Background: an optimization exercise with open tools, aiming at small area and a short achievable clock period. Do not read the settings as production practice. Only simulation tests tie the RTL to the original design; equivalence was not proved. Power and IR drop assume default switching activity.

File: flow/config.mk
export PLATFORM = sky130hd
export DESIGN_NAME = arm_core
export DESIGN_NICKNAME = arm_core
export VERILOG_FILES = /design/flow/design.v
export SDC_FILE = /design/flow/constraint.sdc
export NUM_CORES = 4
export LEC_CHECK = 0
export CAP_MARGIN = 20
export CORE_MARGIN = 2
export CORE_UTILIZATION = 45
export SLEW_MARGIN = 20
File: flow/design.v
module arm_core #(parameter N = 64)
                (input  logic clk, reset,
                 output logic [N-1:0] IM_addr,
                 input  logic [31:0] IM_readData,
                 output logic [N-1:0] DM_addr, DM_writeData,
                 output logic DM_writeEnable, DM_readEnable,
                 input  logic [N-1:0] DM_readData);
    logic [63:2] pc_f;
    assign IM_addr = {pc_f, 2'b00};
    logic [10:0] op;
    assign op = IM_readData[31:21];
    logic f_rar, f_rlog, f_ld, f_st, f_cbz, f_bc, f_i;
    assign f_rar  = op[10] & (op[7:0] == 8'b01011000);             
    assign f_rlog = op[10] & ~op[9] & (op[7:0] == 8'b01010000);    
    assign f_ld   = (op == 11'b11111000010);
    assign f_st   = (op == 11'b11111000000);
    assign f_cbz  = (op[10:3] == 8'b10110100);
    assign f_bc   = (op[10:3] == 8'b01010100);
    assign f_i    = op[10] & (op[7:1] == 7'b1000100);              
    logic [11:0] f_ctl;
    assign f_ctl = {f_rar | f_rlog | f_ld | f_i,       
                    f_ld,                             
                    f_st,                             
                    (f_rar | f_i) & op[9],            
                    (f_rar | f_i) & op[8],            
                    f_rlog & ~op[8],                  
                    f_rlog & op[8],                   
                    f_cbz,                            
                    f_bc,                             
                    f_ld | f_st,                      
                    f_i,                              
                    f_cbz | f_bc};                    
    logic        m_regw;
    logic [4:0]  m_rdn;
    logic [4:0]  f_ra1, f_rn, f_rm;
    logic        f_wen, f_br, f_r2l, f_byp1, f_bypn, f_bypm, f_byp2;
    logic [30:0] f_s1, f_s2;
    assign f_ra1  = IM_readData[9:5];
    assign f_rn   = IM_readData[4:0];                 
    assign f_rm   = IM_readData[20:16];               
    assign f_wen  = m_regw & (m_rdn != 5'd31);
    assign f_br   = f_cbz | f_bc;                     
    assign f_r2l  = f_st | f_cbz;                     
    assign f_byp1 = ~f_br & f_wen & (m_rdn == f_ra1);
    assign f_bypn = f_wen & (m_rdn == f_rn);
    assign f_bypm = f_wen & (m_rdn == f_rm);
    assign f_byp2 = f_r2l ? f_bypn : f_bypm;
    always_comb
        for (int j = 0; j < 31; j++) begin
            f_s1[j] = ~f_br & ~f_byp1 & (f_ra1 == 5'(j));
            f_s2[j] = f_r2l ? (~f_bypn & (f_rn == 5'(j))) : (~f_bypm & (f_rm == 5'(j)));
        end
    logic [11:0] d_ctl;
    logic [63:2] pc_d;
    logic [23:0] ir_d;
    logic [30:0] d_s1, d_s2;
    logic        d_byp1, d_byp2;
    always_ff @(posedge clk, posedge reset)
        if (reset) d_ctl <= '0;
        else       d_ctl <= f_ctl;
    always_ff @(posedge clk) begin
        pc_d   <= pc_f;
        ir_d   <= IM_readData[23:0];
        d_s1   <= f_s1;
        d_s2   <= f_s2;
        d_byp1 <= f_byp1;
        d_byp2 <= f_byp2;
    end
    logic [30:0] w_sel;          
    logic [63:0] w_wd;
    logic [64*31-1:0] rf;
    always_ff @(posedge clk)
        for (int j = 0; j < 31; j++)
            if (w_sel[j]) rf[64*j +: 64] <= w_wd;
    logic [63:0] rd1, rd2;
    always_comb begin
        rd1 = ({64{d_byp1}} & w_wd) | ({64{d_ctl[0]}} & {pc_d, 2'b00});
        rd2 = {64{d_byp2}} & w_wd;
        for (int j = 0; j < 31; j++) begin
            rd1 = rd1 | ({64{d_s1[j]}} & rf[64*j +: 64]);
            rd2 = rd2 | ({64{d_s2[j]}} & rf[64*j +: 64]);
        end
    end
    logic [20:0] d_imm;
    logic        d_imms;
    always_comb begin
        d_imm  = '0;
        d_imms = 1'b0;
        if (d_ctl[2]) begin           
            d_imm  = {{12{ir_d[20]}}, ir_d[20:12]};
            d_imms = ir_d[20];
        end else if (d_ctl[1]) begin  
            d_imm  = {9'b0, ir_d[21:10]};
        end else begin                
            d_imm  = {ir_d[23:5], 2'b00};
            d_imms = ir_d[23];
        end
    end
    logic [63:0] d_b, d_bx;
    assign d_b  = (|d_ctl[2:0]) ? {{43{d_imms}}, d_imm} : rd2;
    assign d_bx = d_ctl[8] ? ~d_b : d_b;
    logic [9:0]  e_ctl;    
    logic [63:0] e_a, e_bx, e_rd2;
    logic [4:0]  e_rd;
    always_ff @(posedge clk, posedge reset)
        if (reset) e_ctl <= '0;
        else       e_ctl <= {d_ctl[11:3], |d_ctl[2:0]};
    always_ff @(posedge clk) begin
        e_a    <= rd1;
        e_bx   <= d_bx;
        e_rd2  <= rd2;
        e_rd   <= ir_d[4:0];
    end
    logic e_sub, e_setf, e_and, e_orr, e_cbz, e_bc;
    assign e_sub    = e_ctl[6];
    assign e_setf   = e_ctl[5];
    assign e_and    = e_ctl[4];
    assign e_orr    = e_ctl[3];
    assign e_cbz    = e_ctl[2];
    assign e_bc     = e_ctl[1];
    logic        arith;
    logic [63:0] g, p, t, c;
    assign arith = ~(e_and | e_orr);
    assign g = e_a & e_bx & {64{arith}};
    assign p = e_a ^ e_bx;
    assign t = e_and ? (e_a & e_bx) : e_orr ? (e_a | e_bx) : p;
    logic [63:0] gg [0:6];
    logic [63:0] pp [0:6];
    always_comb begin
        gg[0] = g;
        pp[0] = p;
        gg[0][0] = g[0] | (p[0] & e_sub);
        for (int l = 0; l < 6; l++)
            for (int i = 0; i < 64; i++)
                if (i >= (1 << l)) begin
                    gg[l+1][i] = gg[l][i] | (pp[l][i] & gg[l][i - (1 << l)]);
                    pp[l+1][i] = pp[l][i] & pp[l][i - (1 << l)];
                end else begin
                    gg[l+1][i] = gg[l][i];
                    pp[l+1][i] = pp[l][i];
                end
    end
    assign c = {gg[6][62:0], e_sub};       
    logic [63:0] res;
    assign res = t ^ c;
    logic fz, fn, fc, fv;
    logic nz, nn, nc, nv;
    assign nz = ~|(p ^ {e_a[62:0] | e_bx[62:0], e_sub});
    assign nn = res[63];
    assign nc = gg[6][63] & ~(e_sub & (&e_bx));      
    assign nv = (e_a[63] == e_bx[63]) & (res[63] != e_a[63]);
    always_ff @(posedge clk, posedge reset)
        if (reset)       {fz, fn, fc, fv} <= '0;
        else if (e_setf) {fz, fn, fc, fv} <= {nz, nn, nc, nv};
    logic bcond;
    always_comb
        case (e_rd)
            5'd0:  bcond = fz;
            5'd1:  bcond = ~fz;
            5'd2:  bcond = fc;
            5'd3:  bcond = ~fc;
            5'd4:  bcond = fn;
            5'd5:  bcond = ~fn;
            5'd6:  bcond = fv;
            5'd7:  bcond = ~fv;
            5'd8:  bcond = ~fz & fc;
            5'd9:  bcond = ~(~fz & fc);
            5'd10: bcond = (fn == fv);
            5'd11: bcond = (fn != fv);
            5'd12: bcond = ~fz & (fn == fv);
            5'd13: bcond = ~(~fz & (fn == fv));
            default: bcond = 1'b0;
        endcase
    logic taken_e;
    assign taken_e = (e_cbz & (e_rd2 == 64'd0)) | (e_bc & bcond);
    logic        m_rd, m_wr, m_taken;
    logic [63:0] m_res, m_wd;
    always_ff @(posedge clk, posedge reset)
        if (reset) {m_regw, m_rd, m_wr, m_taken} <= '0;
        else       {m_regw, m_rd, m_wr, m_taken} <= {e_ctl[9:7], taken_e};
    always_ff @(posedge clk) begin
        m_res <= res;
        m_wd  <= e_rd2;
        m_rdn <= e_rd;
    end
    assign DM_addr        = m_res;
    assign DM_writeData   = m_wd;
    assign DM_writeEnable = m_wr;
    assign DM_readEnable  = m_rd;
    always_ff @(posedge clk, posedge reset)
        if (reset) pc_f <= '0;
        else       pc_f <= m_taken ? m_res[63:2] : pc_f + 62'd1;
    always_ff @(posedge clk, posedge reset)
        if (reset) w_sel <= '0;
        else
            for (int j = 0; j < 31; j++)
                w_sel[j] <= m_regw & (m_rdn == 5'(j));
    always_ff @(posedge clk)
        w_wd <= m_rd ? DM_readData : m_res;
endmodule
File: flow/constraint.sdc
create_clock -name core_clock -period 10.0 [get_ports {clk}]
set_input_delay 2.0000 -clock core_clock [delete_from_list [all_inputs] [get_ports {clk}]]
set_output_delay 2.0000 -clock core_clock [all_outputs]
set_load 0.01 [all_outputs]
File: flow/standard.sh
#!/bin/bash
# synth_recipe.tcl (not shown) runs the flow's synth.tcl, then flattens the netlist and writes it again
# the make line also repeats each setting of config.mk as NAME=value (left out here)
make -C /OpenROAD-flow-scripts/flow DESIGN_CONFIG=/design/flow/config.mk WORK_HOME=/design/flow/orfs CLKGATE_MAP_FILE= SYNTH_SCRIPT=/design/flow/synth_recipe.tcl "${@:-finish}"
File: flow/flow/run.sh
#!/bin/bash
# Standard ORFS layout (the standard.sh, standard synthesis) with:
#  - larger CTS sink clusters and no dummy loads (fewer clock buffers,
#    fewer tree levels),
#  - port buffers of a plain buffer cell.
set -euo pipefail
bash standard.sh SETUP_SLACK_MARGIN=6.8 \
  'CTS_ARGS=-sink_clustering_enable -repair_clock_nets -dont_use_dummy_load -sink_clustering_size 20 -sink_clustering_max_diameter 60' \
  'BUFFER_PORTS_ARGS=-buffer_cell sky130_fd_sc_hd__buf_4' \
  finish > make_finish.log 2>&1
==> run notes, run 1 <==
- Die Y: 494.0 µm
- Least-Margin Pin Slew: 1354 ps
- Routed vias: 90972
- Clock-pin slew on the worst setup and hold paths: 80 ps
- Crit-path max cell delay: 540 ps
- Largest net degree at the start of global routing: 74
- Initial antenna violation count: 88
- Drt first pass iters: 11
- Hold endpoint: e_rd[2]$_DFF_P_
- Pwr dens: 215.1 nW/µm²
- Vias in the first global route: 82698
- # rows: 179
- Crit path max fanout: 2
- Total Power: 26340 µW
- Overall routing resource usage: 44.92%
- M1 wire length: around 180000 µm
- Kind of critical path: reg2out
- Clock sinks: 2650
- Nets: just over 8000
- DRT iter0 DRCs: between 20000 and 25000
- Worst setup EP type: output port
- Buffers on Ports: around 290
- Starting Density: a little under half
- RSZ-0062 raised after global routing: true
- Total wire length: 570100 µm
- Top layer in use: met5
- Final min period: 3542 ps
- Register area share after synthesis: 68.06%
- Endpoints failing setup: 0
- Most common cell after layout, fill and taps aside: edfxtp_1
- First-pass GRT wire length: approximately 740000 µm
- Critical-path cell list: buf_6
- CP Launch Type: register
- Post-synth top area cell: edfxtp_1
- Worst EP arrival: between 1500 and 2000 ps
- Commonest non-fill, non-tap cells in the layout: edfxtp_1 (1984), a22oi_1 (1234), buf_4 (437)
- DR WL met2: approximately 220000 µm
- R2R Setup Slk: 6500 ps
- Setup TNS: 0 ps
- Leak: between 0.04 and 0.05 µW
- Netlist cell types: 86
- Worst-Skew Late Latency: 950 ps
- Gr ovfl total: 0
- Worst r2r src: d_s1[3]$_DFF_P_
- # H-tree levels: 4
- Routability cong.: 1.008
- CTS tree: done
- Clock Root Buffer: clkbuf_16
- HP Start: ir_d[2]$_DFF_P_
- Maximum VDD drop: 0.0001461 V
- Area of the core: between 200000 and 250000 µm²
- Worst Skew: 120.1 ps
- Vias per cell: 7.986
- Clock buffer depth: 3
- CP Buf/Inv Count: 1
- Tcrit/Tclk final: 35.42%
- Post-synth EDFFs: 1984
- TritonCTS buffer count: 175
- Cells after Synth: 7831
- Status: finished clean
- Asr flop ratio synth: under 10%
- Post-Layout Cell Count: between 10000 and 15000
- Cell area after synthesis: 108000 µm²
- Post-route ant nets: 0
- Worst EP required: 8000 ps
- Hold path depth: 0
- FF-to-FF path depth: 6
- Wire length on met3: approximately 110000 µm
- CP max stage cell: dfrtp_4
- Die X-Extent: 494.0 µm
- Synth area leaders: edfxtp_1 (55%), dfxtp_1 (10%), a22oi_1 (8.6%)
- Fin. Hold Viols: 0
- Rel. slew slack: 9.738%
- Ys Warns: 3
- Fmax: 282.3 MHz
- Ports: 292
- DR WL/cell: 50.04 µm
- Post-synth top area share: 55.15%
- Syn_area_per_cell: 13.79 µm²
- Placed cell count: 10882
- Area Overhead vs Synth: 13.32%
- Layout cell share with drive strength beyond 1: approximately 17%
- Post-layout util: 51.37%
- Total die area: 244000 µm²
- Cts hold-fix bufs: 0
- DRC: 0
- Post-synth top flop: edfxtp_1
- Crit-path leading delay family: flip-flops
- Final Max Slew Viols: 0
- Maxcap violations: 0
- End of the worst register-to-register path: e_a[58]$_DFF_P_
- HP Class: reg2reg
- Hpwl dp: 329200 µm
- Yosys reg bits: 2650
## metrics by stage
stage / hold WS (ps) / cell area (µm²) / setup slack [ps]
2_1_floorplan: 309.6 / 108100 / 6082
5_1_grt: 336.5 / 122200 / 6443
4_1_cts: 328.5 / 121100 / 6429
3_5_place_dp: 317.1 / 113800 / 5735
6_report: 323.8 / 122400 / 6458
3_3_place_gp: 312.8 / 113800 / 5738
## cells in the mapped netlist (14+ instances only)
master and count:
dfxtp_1 544, nand2_1 254, buf_1 168, nand3_1 250, a211oi_1 62, a22o_1 382, nor2_1 230, a221oi_1 385
a22oi_1 1234, dfrtp_1 122, nor4_1 36, clkbuf_1 426, nand2b_1 18, nand4_1 308, o22ai_1 49, nor2b_1 14
mux2_2 66, inv_1 158, or4_1 71, nor3_1 85, edfxtp_1 1984, xor2_1 97, xnor2_1 160, a222oi_1 62
mux2i_1 14, a21oi_1 157, nand3b_1 16, a21o_1 24, o21ai_0 158, and3_1 22, ha_1 130
## final cells by class
type | count | area [µm²]
Inverter | 158 | 596.8
Fill cell | 19837 | 115900
Multi-Input combinational cell | 4410 | 32490
Sequential cell | 2650 | 74220
Tap cell | 3167 | 3963
Timing Repair Buffer | 689 | 6400
Antenna cell | 142 | 355.3
Clock buffer | 175 | 4379
## power breakdown
part	total [µW]	internal [µW]	switching (µW)
clock network	6750	3080	3660
registers	15100	13700	1420
logic	4520	1540	2980
## how the worst max path moves through the flow
| stage | end | depth (start not counted) | startpoint |
|---|---|---|---|
| finish | IM_addr[60] | 1 | pc_f[60]$_DFF_PP0_ |
| global route | IM_addr[60] | 1 | pc_f[60]$_DFF_PP0_ |
| CTS | IM_addr[60] | 1 | pc_f[60]$_DFF_PP0_ |
| detailed placement | d_s2[28]$_DFF_P_ | 9 | IM_readData[23] |
| global placement | d_s2[30]$_DFF_P_ | 9 | IM_readData[23] |
| floorplan | d_s2[28]$_DFF_P_ | 9 | IM_readData[23] |
## kinds of logic (layout without fill, tap and decap cells)
logic type	Yosys count	in the layout	share of synthesized area (%)
compound gates	2590	2590	18.32
xor+xnor	257	257	2.084
fa+ha+maj	130	130	1.506
buf+inv	772	1022	2.724
flops	2650	2650	68.06
mux	80	80	0.8177
other cells	1	144	0.003471
simple gates	1351	1351	6.486
## repair_timing
item                                    4_1_cts  5_1_grt
buffers inserted                            148       38
endpoints found under the setup margin      344      305
pin swaps                                    24       40
gates resized for setup                     507      136
gates cloned                                  6        0
## sequential cells by signal, indices dropped and copies added, names as in the netlist, 62 cells and up
register,flops
w_wd,64
m_wd,64
rf,1984
pc_d,62
e_rd2,64
e_a,64
e_bx,64
m_res,64
pc_f,62
## routing by layer
layer / up-vias / global-route usage (%)
met5: - / 4.501
met4: 87 / 31.45
met3: 3402 / 26.08
met2: 11212 / 61.82
met1: 43953 / 51.70
li1: 32318 / -
==> inputs of run 2 (changes only) <==
--- a/flow/flow/run.sh
+++ b/flow/flow/run.sh
@@ -5,5 +5,5 @@
 #  - port buffers of a plain buffer cell.
 set -euo pipefail
-bash standard.sh SETUP_SLACK_MARGIN=6.8 \
+bash standard.sh SETUP_SLACK_MARGIN=7.0 \
   'CTS_ARGS=-sink_clustering_enable -repair_clock_nets -dont_use_dummy_load -sink_clustering_size 20 -sink_clustering_max_diameter 60' \
   'BUFFER_PORTS_ARGS=-buffer_cell sky130_fd_sc_hd__buf_4' \
==> run notes, run 2 <==
- Status: finished clean
- Kind of critical path: reg2out
- Post-Place Worst Slack: 5692 ps (-43.20 ps)
- Total die area: 244000 µm² (unchanged)
- TritonCTS buffer count: 177 (+1.1%)
- Worst Skew: 114.7 ps (-5.334 ps)
- Asr flop ratio synth: 4.604% (unchanged)
- Post-synth EDFFs: 1984 (unchanged)
- Vias per cell: 8.008 (+0.28%)
- HP Class: reg2reg
- R2R Setup Slk: 6700 ps (+200 ps)
- Power share of the sequential group: 56.3% (-0.9 points)
- Starting Density: 45.33% (unchanged)
- Ports: 292 (unchanged)
- Worst EP required: 8000 ps (about the same)
- Post-synth top area share: 55.15% (unchanged)
- Crit-path max cell delay: 550 ps (about the same)
- Post-route ant nets: 0 (unchanged)
- Syn_area_per_cell: 13.79 µm² (unchanged)
- Register area share after synthesis: 68.06% (unchanged)
- Largest net degree at the start of global routing: 72 (-2.7%)
- Area Overhead vs Synth: 14.41%
- Cts hold-fix bufs: 0 (unchanged)
- Clock-pin slew on the worst setup and hold paths: 80 ps (about the same)
- Die X-Extent: 494.0 µm (unchanged)
- Clock Root Buffer: clkbuf_16
- FF-to-FF path depth: 11 (+5)
- Tcrit/Tclk final: 35.71% (+0.29 points)
- Crit path max fanout: 2 (unchanged)
- Routed vias: 91423 (+0.50%)
- Filler cells: 19780 (-0.29%)
- Switching power: 8099 µW (+0.55%)
- # H-tree levels: 4 (unchanged)
- Post-synth top area cell: edfxtp_1
- Fmax: 280.0 MHz (-0.82%)
- CP Launch Type: register
- # rows: 179 (unchanged)
- Max FFs per register: 1984 (unchanged)
- Layout cell share with drive strength beyond 1: 18.52% (+1.6 points)
- Rel. slew slack: 7.299% (-2.4 points)
- DR WL/cell: 49.93 µm (-0.23%)
- List of most frequent post-synthesis cells: edfxtp_1 (1984), a22oi_1 (1234), dfxtp_1 (544), clkbuf_1 (426), a221oi_1 (385)
- Netlist cell types: 86 (unchanged)
- Least-Margin Pin Slew: 1391 ps (+36.59 ps)
- Worst EP arrival: 1570 ps (+30 ps)
- Clock buffer depth: 3 (unchanged)
- Final WS setup: 6429 ps (-29.15 ps)
- Synth area leaders: edfxtp_1 (55%), dfxtp_1 (10%), a22oi_1 (8.6%)
- Leak: 0.04096 µW (+1.4%)
- CP max stage cell: dfrtp_4
- Post-synth top flop: edfxtp_1
- RSZ-0062 raised after global routing: true
- Maximum VDD drop: 0.0001505 V (+3.0%)
- Total wire length: 570000 µm (about the same)
- Area of the core: 238300 µm² (unchanged)
- Hold path depth: 0 (unchanged)
- Internal power: 18470 µW (+1.0%)
- Worst-Skew Late Latency: 910 ps (-40 ps)
- Sw frac: 30.48% (-0.10 points)
- First-pass GRT wire length: 737800 µm (about the same)
- Hpwl dp: 323100 µm (-1.9%)
- Fin. Hold Viols: 0 (unchanged)
- CTS tree: done
- Nets: 8385 (+0.88%)
- Top-count cell post-synth: edfxtp_1
- Pwr dens: 215.0 nW/µm² (about the same)
- Gr ovfl total: 0 (unchanged)
- Clock sinks: 2650 (unchanged)
- Endpoints failing setup: 0 (unchanged)
- Vias in the first global route: 82756 (+0.070%)
- Overall routing resource usage: 44.79% (-0.13 points)
- Commonest non-fill, non-tap cells in the layout: edfxtp_1 (1984), a22oi_1 (1233), buf_4 (461)
- DRT iter0 DRCs: 23572 (+4.2%)
- Final min period: 3571 ps (+29.15 ps)
- Hold endpoint: e_rd[3]$_DFF_P_
- Cell area after synthesis: 108000 µm² (unchanged)
- End of the worst register-to-register path: m_res[56]$_DFF_P_
- Final Max Slew Viols: 0 (unchanged)
- Critical-path cell list: buf_6
- Setup TNS: 0 ps (unchanged)
- Crit-path leading delay family: flip-flops
- DRC: 0 (unchanged)
- Most common cell after layout, fill and taps aside: edfxtp_1
- Proportion of power drawn by combinational gates: 18.2% (+1.0 points)
- Clock power share: 25.6% (about the same)
- Drt first pass iters: 22 (+11)
- Routability cong.: 1.011 (+0.29%)
- Worst setup EP type: output port
- Register with the most flip-flops: rf
- Maxcap violations: 0 (unchanged)
- CP Buf/Inv Count: 1 (unchanged)
- HP Start: ir_d[3]$_DFF_P_
- Initial antenna violation count: 89 (+1.1%)
- Die Y: 494.0 µm (unchanged)
- Buffers on Ports: 289 (unchanged)
- Yosys reg bits: 2650 (unchanged)
- Ys Warns: 3 (unchanged)
- Worst r2r src: e_ctl[4]$_DFF_PP0_
- Cells after Synth: 7831 (unchanged)
run 2: changes by cell type in the layout (fill, tap and decap cells not counted), moves of 8 or more:
| cell | change |
|---|---|
| o22ai_1 | -8 |
| dfxtp_1 | -8 |
| or4_1 | -11 |
| or4_4 | +11 |
| buf_4 | +24 |
| buf_6 | +30 |
| buf_8 | +9 |
| diode_2 | -48 |
| o21ai_0 | -10 |
run 2: layer usage:
| layer | track usage (%) | wire length (µm) | part of all wire [%] | vias up |
|---|---|---|---|---|
| met4 | 28.48 | 50300 | 8.8 | 81 |
| met3 | 27.67 | 115600 | 20 | 3299 |
| met1 | 52.43 | 181800 | 32 | 44389 |
| li1 | - | - | - | 32432 |
| met5 | 2.250 | 892 | 0.16 | - |
| met2 | 60.92 | 221400 | 39 | 11222 |
run 2: worst max-delay path by stage:
stage / startpoint / endpoint / cells past startpoint
after global routing: pc_f[63]$_DFF_PP0_ / IM_addr[63] / 1
after floorplan: IM_readData[23] / d_s2[28]$_DFF_P_ / 9
after detailed placement: IM_readData[23] / d_s2[28]$_DFF_P_ / 9
final: pc_f[63]$_DFF_PP0_ / IM_addr[63] / 1
after CTS: pc_f[63]$_DFF_PP0_ / IM_addr[63] / 1
after global placement: e_ctl[4]$_DFF_PP0_ / m_res[62]$_DFF_P_ / 12
run 2: power groups by stage:
| stage | registers, µW | clock network (µW) | logic, µW |
|---|---|---|---|
| 3_5_place_dp | 15100 | 0 | 3730 |
| 5_1_grt | 15000 | 7070 | 4910 |
| 4_1_cts | 14800 | 6690 | 4400 |
| 2_1_floorplan | 14800 | 0 | 1500 |
| 6_report | 15000 | 6790 | 4830 |
| 3_3_place_gp | 15100 | 0 | 3730 |
run 2: timing repair:
item	in CTS	in global routing
gates cloned	7	1
buffers inserted	193	52
pin swaps	61	34
gates resized for setup	634	171
setup endpoints to repair	377	324
run 2: logic make-up (layout without fill, tap and decap cells):
family          count (synthesis)  count (layout)  share of synthesized area, %
buf+inv                       772            1094                         2.724
other cells                     1              96                      0.003471
xor+xnor                      257             257                         2.084
mux                            80              80                        0.8177
flops                        2650            2650                         68.06
simple gates                 1351            1351                         6.486
compound gates               2590            2591                         18.32
fa+ha+maj                     130             130                         1.506
run 2: cell type report:
type | count | area [µm²] | area share [%]
flip-flops and latches | 2650 | 74240 | 60.07
multi-input cells | 4411 | 32920 | 26.63
repair buffers | 759 | 7213 | 5.836
clock buffers | 177 | 4429 | 3.584
well taps | 3167 | 3963 | 3.206
inverters | 158 | 596.8 | 0.4829
diodes | 94 | 235.2 | 0.1903
run 2: stage by stage:
stage / total power [µW] / utilization (%) / area [µm²] / hold slack, ps / std cells
after CTS: 25940 / 51.30 / 122300 / 330.3 / 11267
after global routing: 26980 / 51.79 / 123400 / 339.0 / 11341
after detailed placement: 18820 / 47.81 / 113900 / 312.1 / 10890
final: 26570 / 51.87 / 123600 / 332.0 / 11416
after floorplan: 16260 / - / 108100 / 309.6 / 7832
after global placement: 18790 / 47.81 / 113900 / 311.3 / 10890
==> inputs of run 3 (changes only) <==
--- a/flow/config.mk
+++ b/flow/config.mk
@@ -8,4 +8,4 @@
 export CAP_MARGIN = 20
 export CORE_MARGIN = 2
-export CORE_UTILIZATION = 45
+export CORE_UTILIZATION = 55
 export SLEW_MARGIN = 20
==> run notes, run 3 <==
- DRC: 0 (unchanged)
- Synth area leaders: edfxtp_1 (55%), dfxtp_1 (10%), a22oi_1 (8.6%)
- Max FFs per register: 1984 (unchanged)
- Maximum VDD drop: 0.0002083 V (+38%)
- Fin. Hold Viols: 0 (unchanged)
- Tcrit/Tclk final: 35.40% (-0.31 points)
- Worst-Skew Late Latency: 900 ps (about the same)
- Most common cell after layout, fill and taps aside: edfxtp_1
- Register with the most flip-flops: rf
- Drt first pass iters: 13 (-41%)
- Ys Warns: 3 (unchanged)
- Worst setup EP type: output port
- Kind of critical path: reg2out
- Endpoints failing setup: 0 (unchanged)
- Final min period: 3540 ps (-30.91 ps)
- Post-synth top flop: edfxtp_1
- Syn_area_per_cell: 13.79 µm² (unchanged)
- # rows: 162 (-9.5%)
- Hold slack: 295.8 ps (-36.21 ps)
- Top-count cell post-synth: edfxtp_1
- Cells after Synth: 7831 (unchanged)
- Post-route ant nets: 0 (unchanged)
- Critical-path cell list: buf_6
- Least-Margin Pin Slew: 1290 ps (-100.3 ps)
- Area of the core: 195000 µm² (-18%)
- Commonest non-fill, non-tap cells in the layout: edfxtp_1 (1984), a22oi_1 (1234), buf_4 (419)
- Total wire length: 561300 µm (-1.5%)
- CTS tree: done
- Die X-Extent: 447.2 µm (-9.5%)
- Clock-pin slew on the worst setup and hold paths: 70 ps (about the same)
- Netlist cell types: 86 (unchanged)
- RSZ-0062 raised after global routing: true
- Yosys reg bits: 2650 (unchanged)
- Fmax: 282.5 MHz (+0.87%)
- Clock sinks: 2650 (unchanged)
- Asr flop ratio synth: 4.604% (unchanged)
- Setup TNS: 0 ps (unchanged)
- Filler cells: 14531 (-27%)
- Initial antenna violation count: 81 (-9.0%)
- Worst Skew: 93.83 ps (-20.91 ps)
- List of most frequent post-synthesis cells: edfxtp_1 (1984), a22oi_1 (1234), dfxtp_1 (544), clkbuf_1 (426), a221oi_1 (385)
- Leak: 0.04078 µW (-0.45%)
- Clock Root Buffer: clkbuf_16
- Overall routing resource usage: 54.29% (+9.5 points)
- Post-synth EDFFs: 1984 (unchanged)
- Clock buffer depth: 3 (unchanged)
- Total die area: 200000 µm² (-18%)
- Ports: 292 (unchanged)
- # H-tree levels: 4 (unchanged)
- CP Buf/Inv Count: 1 (unchanged)
- Rel. slew slack: 13.98% (+6.7 points)
- Routability cong.: 1.016 (+0.46%)
- Vias per cell: 8.438 (+5.4%)
- Crit path max fanout: 2 (unchanged)
- Nets: 8342 (-0.51%)
- Pwr dens: 216.9 nW/µm² (+0.92%)
- Hpwl dp: 316300 µm (-2.1%)
- Starting Density: 55.40% (+10 points)
- CP max stage cell: dfrtp_4
- Post-layout util: 62.99% (+11 points)
- CP Launch Type: register
- Vias in the first global route: 82161 (-0.72%)
- Worst EP required: 8000 ps (about the same)
- Maxcap violations: 0 (unchanged)
- Post-Place Worst Slack: 5652 ps (-40.26 ps)
- DRT iter0 DRCs: 23535 (-0.16%)
- Routed vias: 91750 (+0.36%)
- Cell area after synthesis: 108000 µm² (unchanged)
- Post-synth top area cell: edfxtp_1
- Layout cell share with drive strength beyond 1: 18.15% (-0.37 points)
- Area Overhead vs Synth: 13.70%
- Post-synth top area share: 55.15% (unchanged)
- Crit-path max cell delay: 550 ps (about the same)
- Crit-path leading delay family: flip-flops
- Cts hold-fix bufs: 0 (unchanged)
- HP Class: reg2reg
- Die Y: 447.2 µm (-9.5%)
- Buffers on Ports: 289 (unchanged)
- Final Max Slew Viols: 0 (unchanged)
- First-pass GRT wire length: 723000 µm (-2.0%)
- Largest net degree at the start of global routing: 76 (+5.6%)
- Gr ovfl total: 0 (unchanged)
- Worst EP arrival: 1540 ps (-30 ps)
- Status: finished clean
- TritonCTS buffer count: 183 (+3.4%)
- Final WS setup: 6460 ps (+30.91 ps)
- Register area share after synthesis: 68.06% (unchanged)
- DR WL/cell: 51.62 µm (+3.4%)
run 3: changes by cell type in the layout (fill, tap and decap cells not counted), sizes merged:
| cell | previous run | this run |
|---|---|---|
| buf | 752 | 703 |
| diode | 94 | 138 |
| clkbuf | 178 | 186 |
| bufbuf | 6 | 4 |
run 3: cell type report:
cell class / instances / area [µm²] / share of cell area [%]
Antenna cell: 138 / 345.3 / 0.2812
Clock buffer: 183 / 4579 / 3.728
Inverter: 158 / 601.8 / 0.4900
Multi-Input combinational cell: 4411 / 32910 / 26.79
Sequential cell: 2650 / 74250 / 60.45
Tap cell: 2624 / 3283 / 2.673
Timing Repair Buffer: 710 / 6859 / 5.585
run 3: path summary, 6_finish.rpt:
path,depth (start not counted),slack [ps],endpoint,start
worst max-delay path,1,6460,IM_addr[63],pc_f[63]$_DFF_PP0_
worst min-delay path,0,300,m_wd[19]$_DFF_P_,e_rd2[19]$_DFF_P_
worst max register to register,6,6640,e_bx[56]$_DFF_P_,d_s2[11]$_DFF_P_
worst min register to register,0,300,m_wd[19]$_DFF_P_,e_rd2[19]$_DFF_P_
max in group asynchronous,4,7330,pc_f[63]$_DFF_PP0_,reset
min in group asynchronous,3,1440,m_wr$_DFF_PP0_,reset
run 3: logic make-up (layout without fill, tap and decap cells):
kind of cell             Yosys count  count (layout)  share of synthesized area, %
XOR/XNOR                         257             257                         2.084
buffers and inverters            772            1051                         2.724
AO/OA/AOI/OAI                   2590            2591                         18.32
multiplexers                      80              80                        0.8177
other                              1             140                      0.003471
adder cells (fa/ha/maj)          130             130                         1.506
AND/OR/NAND/NOR                 1351            1351                         6.486
flip-flops                      2650            2650                         68.06
run 3: layer usage:
layer / GRT usage (%) / vias up / routed length (µm)
met5: 8.278 / - / 2205
met4: 33.42 / 105 / 47670
met3: 34.78 / 3305 / 116900
met2: 71.93 / 11297 / 216300
met1: 64.55 / 44629 / 178200
li1: - / 32414 / -
run 3: what timing repair did:
action,in CTS,in global routing
buffers inserted,152,54
gates cloned,5,3
setup endpoints to repair,381,328
resized for setup,621,182
pin swaps,43,45
run 3: per-stage QoR:
stage / instance area (µm²) / std cells / power, µW
4_1_cts: 121200 / 10675 / 25950
3_3_place_gp: 113200 / 10334 / 18720
3_5_place_dp: 113200 / 10335 / 18760
2_1_floorplan: 108100 / 7832 / 16260
5_1_grt: 122600 / 10805 / 26990
6_report: 122800 / 10874 / 26650
run 3: power breakdown:
part	leakage, µW	internal, µW	switching (µW)
Combinational	0.0145	1640	3010
Clock	0.00226	3220	3700
Sequential	0.0240	13700	1410
Total	0.0408	18500	8130
==> inputs of run 4 (changes only) <==
--- a/flow/config.mk
+++ b/flow/config.mk
@@ -8,4 +8,5 @@
 export CAP_MARGIN = 20
 export CORE_MARGIN = 2
-export CORE_UTILIZATION = 55
+export CORE_UTILIZATION = 45
+export PLACE_DENSITY = 0.75
 export SLEW_MARGIN = 20
==> run notes, run 4 <==
- Leak: 0.04037 µW (-1.0%)
- Crit-path max cell delay: 510 ps (-40 ps)
- Max FFs per register: 1984 (unchanged)
- Starting Density: 45.33% (-10 points)
- Worst setup EP type: output port
- Register with the most flip-flops: rf
- Crit path max fanout: 2 (unchanged)
- DRT iter0 DRCs: 26927 (+14%)
- Syn_area_per_cell: 13.79 µm² (unchanged)
- Kind of critical path: reg2out
- Post-synth top area cell: edfxtp_1
- Drt first pass iters: 15 (+2)
- DR WL/cell: 48.13 µm (-6.7%)
- # rows: 179 (+10%)
- Setup crit start: pc_f[54]$_DFF_PP0_
- CP max stage cell: dfrtp_2
- Vias per cell: 8.154 (-3.4%)
- Ports: 292 (unchanged)
- Largest net degree at the start of global routing: 75 (-1.3%)
- Post-synth top area share: 55.15% (unchanged)
- Top-count cell post-synth: edfxtp_1
- Routed vias: 92774 (+1.1%)
- Routability cong.: 1.029 (+1.3%)
- Clock buffer depth: 3 (unchanged)
- Clock Root Buffer: clkbuf_16
- Pwr dens: 213.7 nW/µm² (-1.5%)
- HP Class: reg2reg
- Post-synth top flop: edfxtp_1
- CP Buf/Inv Count: 1 (unchanged)
- List of most frequent post-synthesis cells: edfxtp_1 (1984), a22oi_1 (1234), dfxtp_1 (544), clkbuf_1 (426), a221oi_1 (385)
- Hold path depth: 0 (unchanged)
- Worst EP arrival: 1560 ps (+20 ps)
- Post-Layout Cell Count: 11378 (+4.6%)
- Worst r2r src: d_s1[15]$_DFF_P_
- Final Max Slew Viols: 0 (unchanged)
- Fmax: 280.6 MHz (-0.68%)
- Post-Place Worst Slack: 5727 ps (+75.35 ps)
- Endpoints failing setup: 0 (unchanged)
- Initial antenna violation count: 84 (+3.7%)
- Worst-Skew Late Latency: 890 ps (about the same)
- Maximum VDD drop: 0.0001298 V (-38%)
- Worst Skew: 92.40 ps (-1.429 ps)
- Total wire length: 547700 µm (-2.4%)
- Nets: 8298 (-0.53%)
- Tcrit/Tclk final: 35.64% (+0.24 points)
- Total die area: 244000 µm² (+22%)
- Asr flop ratio synth: 4.604% (unchanged)
- Register area share after synthesis: 68.06% (unchanged)
- Yosys reg bits: 2650 (unchanged)
- Synth area leaders: edfxtp_1 (55%), dfxtp_1 (10%), a22oi_1 (8.6%)
- Netlist cell types: 86 (unchanged)
- Rel. slew slack: 8.046% (-5.9 points)
- Commonest non-fill, non-tap cells in the layout: edfxtp_1 (1984), a22oi_1 (1234), buf_4 (400)
- Most common cell after layout, fill and taps aside: edfxtp_1
- Fin. Hold Viols: 0 (unchanged)
- Gr ovfl total: 0 (unchanged)
- Vias in the first global route: 84369 (+2.7%)
- End of the worst register-to-register path: e_a[36]$_DFF_P_
- Setup TNS: 0 ps (unchanged)
- Die X-Extent: 494.0 µm (+10%)
- Area of the core: 238300 µm² (+22%)
- Hold endpoint: e_rd[2]$_DFF_P_
- Overall routing resource usage: 42.86% (-11 points)
- Die Y: 494.0 µm (+10%)
- FF-to-FF path depth: 6 (unchanged)
- First-pass GRT wire length: 714600 µm (-1.2%)
- Maxcap violations: 0 (unchanged)
- Area Overhead vs Synth: 13.51%
- Cts hold-fix bufs: 0 (unchanged)
- TritonCTS buffer count: 165 (-9.8%)
- Cells after Synth: 7831 (unchanged)
- Clock sinks: 2650 (unchanged)
- Worst EP required: 8000 ps (about the same)
- Final min period: 3564 ps (+24.43 ps)
- HP Start: ir_d[2]$_DFF_P_
- RSZ-0062 raised after global routing: true
- Ys Warns: 3 (unchanged)
- Post-route ant nets: 0 (unchanged)
- Cell area after synthesis: 108000 µm² (unchanged)
- Post-synth EDFFs: 1984 (unchanged)
- CP Launch Type: register
- Crit-path leading delay family: flip-flops
- Least-Margin Pin Slew: 1379 ps (+89.07 ps)
- Clock-pin slew on the worst setup and hold paths: 80 ps (about the same)
- Status: finished clean
- Placed cell count: 10855 (+5.0%)
- Hpwl dp: 307000 µm (-2.9%)
- # H-tree levels: 4 (unchanged)
- R2R Setup Slk: 6570 ps (-70 ps)
- Buffers on Ports: 289 (unchanged)
- Critical-path cell list: buf_6
- DRC: 0 (unchanged)
- Post-layout util: 51.46% (-12 points)
- Layout cell share with drive strength beyond 1: 17.53% (-0.62 points)
- CTS tree: done
- Final WS setup: 6436 ps (-24.43 ps)
run 4: kinds of logic (layout without fill, tap and decap cells):
| logic type | Yosys count | after routing | share of synthesized area [%] |
|---|---|---|---|
| adders and majority gates | 130 | 130 | 1.506 |
| and+or+nand+nor | 1351 | 1351 | 6.486 |
| AOI/OAI and AO/OA | 2590 | 2591 | 18.32 |
| other | 1 | 145 | 0.003471 |
| muxes | 80 | 80 | 0.8177 |
| xor gates and xnor gates | 257 | 257 | 2.084 |
| buffers and inverters | 772 | 1007 | 2.724 |
| DFF | 2650 | 2650 | 68.06 |
run 4: per-layer routing:
| layer | routed length (µm) | GRT usage, % |
|---|---|---|
| met3 | 116900 | 28.56 |
| met5 | 2073 | 5.910 |
| met1 | 158900 | 46.88 |
| met2 | 206800 | 57.04 |
| met4 | 63100 | 33.83 |
run 4: cell type report:
class                           count  area [µm²]
Tap cell                         3167        3963
Multi-Input combinational cell   4411       32820
Antenna cell                      143       357.8
Timing Repair Buffer              684        6535
Sequential cell                  2650       74220
Fill cell                       19534      115700
Clock buffer                      165        4129
Inverter                          158       596.8
run 4: what timing repair did:
action | in CTS | in global routing
resized for setup | 608 | 162
setup buffers | 164 | 43
gates cloned | 7 | 1
endpoints found under the setup margin | 364 | 335
pin swaps | 55 | 32
run 4: metrics by stage:
stage | power [µW] | hold WS [ps] | instance area [µm²]
6_report | 26200 | 327.8 | 122600
5_1_grt | 26470 | 345.5 | 122400
4_1_cts | 25450 | 330.4 | 121300
3_5_place_dp | 18720 | 312.1 | 113700
3_3_place_gp | 18650 | 311.7 | 113700
2_1_floorplan | 16260 | 309.6 | 108100
run 4: worst max path at each step:
stage	depth (start not counted)	to
after detailed placement	11	m_res[58]$_DFF_P_
after floorplan	9	d_s2[28]$_DFF_P_
after global routing	1	IM_addr[54]
after global placement	11	m_res[58]$_DFF_P_
final	1	IM_addr[54]
after CTS	1	IM_addr[63]
run 4: report_power, final:
| part | total, µW | internal (µW) | switching (µW) |
|---|---|---|---|
| sequential | 15300 | 13700 | 1610 |
| combinational | 4420 | 1580 | 2840 |
| clock | 6510 | 2920 | 3590 |
==> inputs of run 5 (changes only) <==
--- a/flow/flow/run.sh
+++ b/flow/flow/run.sh
@@ -5,5 +5,5 @@
 #  - port buffers of a plain buffer cell.
 set -euo pipefail
-bash standard.sh SETUP_SLACK_MARGIN=7.0 \
+bash standard.sh SETUP_SLACK_MARGIN=6.65 \
   'CTS_ARGS=-sink_clustering_enable -repair_clock_nets -dont_use_dummy_load -sink_clustering_size 20 -sink_clustering_max_diameter 60' \
   'BUFFER_PORTS_ARGS=-buffer_cell sky130_fd_sc_hd__buf_4' \
--- a/flow/config.mk
+++ b/flow/config.mk
@@ -6,7 +6,6 @@
 export NUM_CORES = 4
 export LEC_CHECK = 0
-export CAP_MARGIN = 20
+export CAP_MARGIN = 10
 export CORE_MARGIN = 2
 export CORE_UTILIZATION = 45
-export PLACE_DENSITY = 0.75
-export SLEW_MARGIN = 20
+export SLEW_MARGIN = 10
==> run notes, run 5 <==
- Ports: 292 (unchanged)
- CP max stage cell: buf_4
- Clock buffer depth: 3 (unchanged)
- Setup crit start: d_byp2$_DFF_P_
- End of the worst register-to-register path: e_bx[60]$_DFF_P_
- Largest net degree at the start of global routing: 76 (+1.3%)
- R2R Setup Slk: 6360 ps (-210 ps)
- Top layer in use: met5
- Crit-path max cell delay: 720 ps (+210 ps)
- Fin. Hold Viols: 0 (unchanged)
- Netlist cell types: 86 (unchanged)
- Nets: 8285 (-0.16%)
- FF-to-FF path depth: 7 (+1)
- Register with the most flip-flops: rf
- Tcrit/Tclk final: 36.44% (+0.80 points)
- Setup TNS: 0 ps (unchanged)
- Post-route cell area: 121600 µm² (-0.82%)
- Status: finished clean
- Worst r2r src: d_byp2$_DFF_P_
- Layout cell share with drive strength beyond 1: 15.70% (-1.8 points)
- Final Max Slew Viols: 0 (unchanged)
- Die Y: 494.0 µm (unchanged)
- DRT iter0 DRCs: 21563 (-20%)
- Total wire length: 561800 µm (+2.6%)
- Worst Skew: 84.07 ps (-8.329 ps)
- Rel. slew slack: 5.461% (-2.6 points)
- Critical-path cell list: buf_6 -> buf_4 -> a22oi_1 -> nand3_1 -> or4_1 -> o21ai_0 -> xnor2_1
- CP Launch Type: register
- Crit-path leading delay family: buffers and inverters
- Fmax: 274.4 MHz (-2.2%)
- CTS tree: done
- CP Buf/Inv Count: 2 (+1)
- Worst EP arrival: 4360 ps (+2800 ps)
- Post-synth top area cell: edfxtp_1
- Cell area after synthesis: 108000 µm² (unchanged)
- Worst EP required: 10710 ps (+2710 ps)
- Initial antenna violation count: 83 (-1.2%)
- Ys Warns: 3 (unchanged)
- DR WL/cell: 49.66 µm (+3.2%)
- Routability cong.: 1.010 (-1.8%)
- HP Class: reg2reg
- Area Overhead vs Synth: 12.58%
- Final min period: 3644 ps (+79.98 ps)
- Filler cells: 19961 (+2.2%)
- Pwr dens: 216.0 nW/µm² (+1.1%)
- Top-count cell post-synth: edfxtp_1
- # rows: 179 (unchanged)
- Syn_area_per_cell: 13.79 µm² (unchanged)
- Kind of critical path: reg2reg
- Hpwl dp: 321800 µm (+4.8%)
- Maxcap violations: 0 (unchanged)
- Drt first pass iters: 13 (-2)
- Commonest non-fill, non-tap cells in the layout: edfxtp_1 (1984), a22oi_1 (1234), buf_4 (467)
- List of most frequent post-synthesis cells: edfxtp_1 (1984), a22oi_1 (1234), dfxtp_1 (544), clkbuf_1 (426), a221oi_1 (385)
- Worst-Skew Late Latency: 900 ps (about the same)
- Area of the core: 238300 µm² (unchanged)
- Buffers on Ports: 289 (unchanged)
- Gr ovfl total: 0 (unchanged)
- Routed vias: 90027 (-3.0%)
- Clock sinks: 2650 (unchanged)
- # H-tree levels: 4 (unchanged)
- Setup crit end: e_bx[60]$_DFF_P_
- Synth area leaders: edfxtp_1 (55%), dfxtp_1 (10%), a22oi_1 (8.6%)
- Cells after Synth: 7831 (unchanged)
- Post-synth EDFFs: 1984 (unchanged)
- Wire length on met3: 109800 µm (-6.1%)
- Clock-pin slew on the worst setup and hold paths: 80 ps (about the same)
- Worst setup EP type: register
- Final WS setup: 6356 ps (-79.98 ps)
- Post-route ant nets: 0 (unchanged)
- Most common cell after layout, fill and taps aside: edfxtp_1
- Asr flop ratio synth: 4.604% (unchanged)
- Vias in the first global route: 81314 (-3.6%)
- Post-synth top flop: edfxtp_1
- First-pass GRT wire length: 728400 µm (+1.9%)
- Cts hold-fix bufs: 0 (unchanged)
- DRC: 0 (unchanged)
- RSZ-0062 raised after global routing: true
- Register area share after synthesis: 68.06% (unchanged)
- TritonCTS buffer count: 177 (+7.3%)
- Vias per cell: 7.959 (-2.4%)
- Post-Place Worst Slack: 5651 ps (-76.06 ps)
- Overall routing resource usage: 44.26% (+1.4 points)
- Leak: 0.04019 µW (-0.45%)
- DR WL met2: 222000 µm (+7.4%)
- Crit path max fanout: 28 (+26)
- Post-synth top area share: 55.15% (unchanged)
- Least-Margin Pin Slew: 1418 ps (+38.77 ps)
- Endpoints failing setup: 0 (unchanged)
- Clock Root Buffer: clkbuf_16
- Die X-Extent: 494.0 µm (unchanged)
- Starting Density: 45.33% (unchanged)
- Yosys reg bits: 2650 (unchanged)
- Max FFs per register: 1984 (unchanged)
- M1 wire length: 178200 µm (+12%)
- Total die area: 244000 µm² (unchanged)
- Maximum VDD drop: 0.0002034 V (+57%)
- WP depth: 7 (+6)
- Cell Area, Placed: 113800 µm² (+0.13%)
run 5: metrics by stage:
step	power, µW	utilization [%]	instances	hold slack (ps)
after global placement	18760	47.76	10873	315.4
after floorplan	16260	-	7832	309.6
after global routing	26660	50.95	11231	335.4
after CTS	25710	50.61	11186	332.5
after detailed placement	18800	47.76	10873	314.3
final	26260	51.04	11312	329.8
run 5: worst min path at each step:
stage | from | end | slack, ps | cells past startpoint
floorplan | ir_d[0]$_DFF_P_ | e_rd[0]$_DFF_P_ | 310 | 0
global placement | ir_d[3]$_DFF_P_ | e_rd[3]$_DFF_P_ | 320 | 0
detailed placement | ir_d[3]$_DFF_P_ | e_rd[3]$_DFF_P_ | 310 | 0
CTS | ir_d[3]$_DFF_P_ | e_rd[3]$_DFF_P_ | 330 | 0
global route | ir_d[3]$_DFF_P_ | e_rd[3]$_DFF_P_ | 340 | 0
finish | ir_d[3]$_DFF_P_ | e_rd[3]$_DFF_P_ | 330 | 0
run 5: worst register-to-register path, stage by stage, from the launching register on:
cell	delay, ps
dfxtp_4	670
buf_6	550
buf_4	780
a22oi_1	310
nand3_1	130
or4_1	630
o21ai_0	220
xnor2_1	160
run 5: cell type report:
type / count / area, µm² / area share (%)
Sequential cell: 2650 / 74160 / 60.98
Multi-Input combinational cell: 4410 / 32270 / 26.54
Timing Repair Buffer: 660 / 5968 / 4.907
Clock buffer: 177 / 4429 / 3.642
Tap cell: 3167 / 3963 / 3.258
Inverter: 158 / 596.8 / 0.4907
Antenna cell: 90 / 225.2 / 0.1852
run 5: logic make-up (layout without fill, tap and decap cells):
| group | after synthesis | in the layout | synth area share [%] |
|---|---|---|---|
| adders and majority gates | 130 | 130 | 1.506 |
| DFF | 2650 | 2650 | 68.06 |
| other | 1 | 92 | 0.003471 |
| and+or+nand+nor | 1351 | 1351 | 6.486 |
| xor gates and xnor gates | 257 | 257 | 2.084 |
| buffers and inverters | 772 | 995 | 2.724 |
| AOI/OAI and AO/OA | 2590 | 2590 | 18.32 |
| muxes | 80 | 80 | 0.8177 |
run 5: power breakdown:
part / leakage, µW / total [µW] / internal (µW) / switching [µW]
clock network: 0.00218 / 6780 / 3120 / 3670
logic: 0.0140 / 4400 / 1480 / 2920
registers: 0.0240 / 15100 / 13600 / 1440
run 5: per-layer routing:
metal  vias up  track usage, %
met5         -          0.6458
met4        77           29.55
met3      3114           25.52
met2     10910           61.07
met1     43723           51.84
li1      32203               -
run 5: timing repair:
action	in CTS	in global routing
gates resized for setup	380	104
endpoints found under the setup margin	271	223
setup buffers	130	35
pin swaps	18	41
gates cloned	6	1
==> inputs of run 6 (changes only) <==
--- a/flow/design.v
+++ b/flow/design.v
@@ -56,4 +56,6 @@
     logic [30:0] d_s1, d_s2;
     logic        d_byp1, d_byp2;
+    logic [30:0] d_s1n, d_s2n;
+    logic        d_byp1n, d_byp2n, d_brn;
     always_ff @(posedge clk, posedge reset)
         if (reset) d_ctl <= '0;
@@ -66,4 +68,9 @@
         d_byp1 <= f_byp1;
         d_byp2 <= f_byp2;
+        d_s1n   <= ~f_s1;
+        d_s2n   <= ~f_s2;
+        d_byp1n <= ~f_byp1;
+        d_byp2n <= ~f_byp2;
+        d_brn   <= ~f_br;
     end
     logic [30:0] w_sel;          
@@ -75,9 +82,13 @@
     logic [63:0] rd1, rd2;
     always_comb begin
-        rd1 = ({64{d_byp1}} & w_wd) | ({64{d_ctl[0]}} & {pc_d, 2'b00});
-        rd2 = {64{d_byp2}} & w_wd;
+        rd1[31:0]  = ({32{d_byp1}} & w_wd[31:0]) | ({32{d_ctl[0]}} & {pc_d[31:2], 2'b00});
+        rd2[31:0]  = {32{d_byp2}} & w_wd[31:0];
+        rd1[63:32] = ({32{~d_byp1n}} & w_wd[63:32]) | ({32{~d_brn}} & pc_d[63:32]);
+        rd2[63:32] = {32{~d_byp2n}} & w_wd[63:32];
         for (int j = 0; j < 31; j++) begin
-            rd1 = rd1 | ({64{d_s1[j]}} & rf[64*j +: 64]);
-            rd2 = rd2 | ({64{d_s2[j]}} & rf[64*j +: 64]);
+            rd1[31:0]  = rd1[31:0]  | ({32{d_s1[j]}}   & rf[64*j +: 32]);
+            rd2[31:0]  = rd2[31:0]  | ({32{d_s2[j]}}   & rf[64*j +: 32]);
+            rd1[63:32] = rd1[63:32] | ({32{~d_s1n[j]}} & rf[64*j+32 +: 32]);
+            rd2[63:32] = rd2[63:32] | ({32{~d_s2n[j]}} & rf[64*j+32 +: 32]);
         end
     end
--- a/flow/flow/run.sh
+++ b/flow/flow/run.sh
@@ -5,5 +5,5 @@
 #  - port buffers of a plain buffer cell.
 set -euo pipefail
-bash standard.sh SETUP_SLACK_MARGIN=6.65 \
+bash standard.sh SETUP_SLACK_MARGIN=7.0 \
   'CTS_ARGS=-sink_clustering_enable -repair_clock_nets -dont_use_dummy_load -sink_clustering_size 20 -sink_clustering_max_diameter 60' \
   'BUFFER_PORTS_ARGS=-buffer_cell sky130_fd_sc_hd__buf_4' \
--- a/flow/config.mk
+++ b/flow/config.mk
@@ -6,6 +6,6 @@
 export NUM_CORES = 4
 export LEC_CHECK = 0
-export CAP_MARGIN = 10
+export CAP_MARGIN = 20
 export CORE_MARGIN = 2
 export CORE_UTILIZATION = 45
-export SLEW_MARGIN = 10
+export SLEW_MARGIN = 20
==> run notes, run 6 <==
- Status: finished clean
- Starting Density: 45.27% (-0.067 points)
- DRC: 0 (unchanged)
- Worst Skew: 110.9 ps (+26.86 ps)
- Worst r2r src: e_ctl[3]$_DFF_PP0_
- Yosys reg bits: 2715 (+2.5%)
- Maxcap violations: 0 (unchanged)
- Cell area after synthesis: 110200 µm² (+2.0%)
- Hold endpoint: e_rd[4]$_DFF_P_
- Final Max Slew Viols: 0 (unchanged)
- Synth area leaders: edfxtp_1 (54%), dfxtp_1 (11%), a22o_1 (4.9%)
- Syn_area_per_cell: 13.80 µm² (about the same)
- Final min period: 3675 ps (+30.73 ps)
- Post-synth top area cell: edfxtp_1
- Worst-Skew Late Latency: 920 ps (+20 ps)
- Cells after Synth: 7987 (+2.0%)
- Least-Margin Pin Slew: 1340 ps (-78.45 ps)
- Cts hold-fix bufs: 0 (unchanged)
- Die X-Extent: 498.9 µm (+0.99%)
- Maximum VDD drop: 0.0002290 V (+13%)
- Critical-path cell list: buf_6
- CP Launch Type: register
- Max FFs per register: 1984 (unchanged)
- Vias in the first global route: 83812 (+3.1%)
- Register with the most flip-flops: rf
- Post-route ant nets: 0 (unchanged)
- Tcrit/Tclk final: 36.75% (+0.31 points)
- End of the worst register-to-register path: fn$_DFFE_PP0P_
- TritonCTS buffer count: 184 (+4.0%)
- Area of the core: 243500 µm² (+2.2%)
- Vias per cell: 8.013 (+0.68%)
- # rows: 181 (+1.1%)
- Ports: 292 (unchanged)
- R2R Setup Slk: 6750 ps (+390 ps)
- Crit path max fanout: 2 (-93%)
- Area Overhead vs Synth: 14.26%
- Fin. Hold Viols: 0 (unchanged)
- Crit-path max cell delay: 590 ps (-130 ps)
- Overall routing resource usage: 44.85% (+0.59 points)
- Clock Root Buffer: clkbuf_16
- Leak: 0.04329 µW (+7.7%)
- HP Start: ir_d[4]$_DFF_P_
- HP Class: reg2reg
- Asr flop ratio synth: 4.494% (-0.11 points)
- Endpoints failing setup: 0 (unchanged)
- # H-tree levels: 4 (unchanged)
- First-pass GRT wire length: 753300 µm (+3.4%)
- Crit-path leading delay family: flip-flops
- Fmax: 272.1 MHz (-0.84%)
- Routed vias: 93910 (+4.3%)
- Layout cell share with drive strength beyond 1: 18.46% (+2.8 points)
- Total die area: 248900 µm² (+2.0%)
- Buffers on Ports: 289 (unchanged)
- Pwr dens: 214.8 nW/µm² (-0.52%)
- Clock sinks: 2715 (+2.5%)
- Commonest non-fill, non-tap cells in the layout: edfxtp_1 (1984), a22oi_1 (690), a22o_1 (617)
- Ys Warns: 3 (unchanged)
- Rel. slew slack: 10.69% (+5.2 points)
- Kind of critical path: reg2out
- CP Buf/Inv Count: 1 (-1)
- Post-synth top flop: edfxtp_1
- Hpwl dp: 327900 µm (+1.9%)
- Worst setup EP type: output port
- Worst EP arrival: 1680 ps (-2680 ps)
- Gr ovfl total: 0 (unchanged)
- Register area share after synthesis: 67.90% (-0.16 points)
- Post-layout util: 51.72% (+0.69 points)
- Clock-pin slew on the worst setup and hold paths: 90 ps (about the same)
- Post-synth top area share: 54.06% (-1.1 points)
- CP max stage cell: dfrtp_4
- Total wire length: 582200 µm (+3.6%)
- CTS tree: done
- Routability cong.: 0.9797 (-3.0%)
- DRT iter0 DRCs: 24053 (+12%)
- List of most frequent post-synthesis cells: edfxtp_1 (1984), a22oi_1 (691), a22o_1 (618), dfxtp_1 (609), a221oi_1 (521)
- Nets: 8643 (+4.3%)
- Worst EP required: 8000 ps (-2710 ps)
- Drt first pass iters: 15 (+2)
- Setup TNS: 0 ps (unchanged)
- DR WL/cell: 49.67 µm (about the same)
- Largest net degree at the start of global routing: 71 (-6.6%)
- FF-to-FF path depth: 13 (+6)
- Post-synth EDFFs: 1984 (unchanged)
- Netlist cell types: 93 (+8.1%)
- Total Power: 27050 µW (+3.0%)
- Top-count cell post-synth: edfxtp_1
- RSZ-0062 raised after global routing: true
- Most common cell after layout, fill and taps aside: edfxtp_1
- Die Y: 498.9 µm (+0.99%)
- Clock buffer depth: 3 (unchanged)
- Hold path depth: 0 (unchanged)
- Initial antenna violation count: 106 (+28%)
## run 6: changes by cell type after synthesis, moves of 45 or more
| cell | before | now |
|---|---|---|
| a22oi_1 | 1234 | 691 |
| a22o_1 | 382 | 618 |
| dfxtp_1 | 544 | 609 |
| a221o_1 | 3 | 75 |
| nand4_1 | 308 | 263 |
| a221oi_1 | 385 | 521 |
| nand3_1 | 250 | 167 |
| inv_1 | 158 | 364 |
| buf_1 | 168 | 86 |
## run 6: kinds of logic after synthesis
family	after synthesis	share of synthesized area, %
adders and majority gates	130	1.476
buffers and inverters	898	3.095
and+or+nand+nor	1303	6.073
AOI/OAI and AO/OA	2614	18.70
muxes	78	0.7834
DFF	2715	67.90
xor gates and xnor gates	248	1.971
other	1	0.003403
## run 6: layout make-up
cell class	count	area, µm²
multi-input cells	4378	33210
clock buffers	184	4604
diodes	105	262.8
flip-flops and latches	2715	75530
fillers	20450	117500
repair buffers	753	6787
inverters	383	1516
well taps	3202	4006
## run 6: per-stage QoR
step                      hold slack, ps  instance area (µm²)  std cells  setup WS [ps]
after detailed placement           312.1               116400      11170           5663
after global routing               333.5               125700      11630           6301
final                              317.0               125900      11720           6325
after global placement             316.9               116400      11169           5457
after floorplan                    309.6               110400       7988           6425
after CTS                          316.4               124500      11553           6292
## run 6: how the worst max path moves through the flow
stage,startpoint,end,cells past startpoint
floorplan,IM_readData[28],d_s2n[1]$_DFF_P_,7
global placement,IM_readData[21],d_s2n[24]$_DFF_P_,9
detailed placement,e_ctl[4]$_DFF_PP0_,fn$_DFFE_PP0P_,11
CTS,m_rd$_DFF_PP0_,DM_readEnable,1
global route,m_rd$_DFF_PP0_,DM_readEnable,1
finish,m_rd$_DFF_PP0_,DM_readEnable,1
## run 6: repair_timing
item                       4_1_cts  5_1_grt
gates cloned                     7        1
setup endpoints to repair      475      410
pin swaps                       64       71
gates resized for setup        576      170
buffers inserted               192       61
## run 6: report_power, final
group	switching [µW]	internal, µW	total [µW]
registers	1210	13900	15100
logic	3290	1650	4940
clock network	3750	3240	6980
total	8240	18800	27100
## run 6: routing by layer
metal | global-route usage (%) | vias up | routed length, µm
li1 | - | 33078 | -
met1 | 55.32 | 45858 | 194000
met2 | 58.81 | 11683 | 220600
met3 | 26.95 | 3179 | 117400
met4 | 27.34 | 112 | 48590
met5 | 2.894 | - | 1603
## run 6: worst register-to-register path: cells and delay by family, from the launching register on
family | cells | cell delay [ps]
buffers and inverters | 3 | 440
muxes | 1 | 280
AOI/OAI and AO/OA | 6 | 1310
xor gates and xnor gates | 1 | 150
and+or+nand+nor | 2 | 450
DFF | 1 | 510

==> separate check: timing with driven ports <==
The results above use ideal ports. As a check the final layouts listed here were re-extracted and re-timed, cells and wires unchanged. Step 1 assumes that a clkbuf_16 drives the clock port and a buf_2 every other input. Step 2, shift: input delay + t, output delay - t, t = (earliest + latest rising clock arrival at the registers) / 2. This alone moves slack from input paths to output paths. a / b / c = ideal ports / drivers / drivers and shift; a / b = the first two.
run	t, ns	setup slack, ns	hold slack, ns	clock arrival spread, ns
run 1	0.968	6.458 / 6.367 / 5.755	0.324 / 0.324 / 0.324	0.146 / 0.146
run 2	0.955	6.429 / 6.336 / 5.800	0.332 / 0.332 / 0.332	0.124 / 0.124
run 3	0.953	6.460 / 6.363 / 5.811	0.296 / 0.296 / 0.296	0.103 / 0.102
run 4	0.949	6.436 / 6.328 / 5.727	0.328 / 0.328 / 0.328	0.096 / 0.096
run 5	0.976	6.356 / 6.352 / 5.719	0.330 / 0.330 / 0.330	0.089 / 0.089
run 6	0.967	6.325 / 6.223 / 5.960	0.317 / 0.317 / 0.317	0.112 / 0.112
After both steps setup and hold are still met in every run listed. For run 4, which loses most, drivers alone change the setup slack by -0.108 ns; drivers and shift together by -0.709 ns.
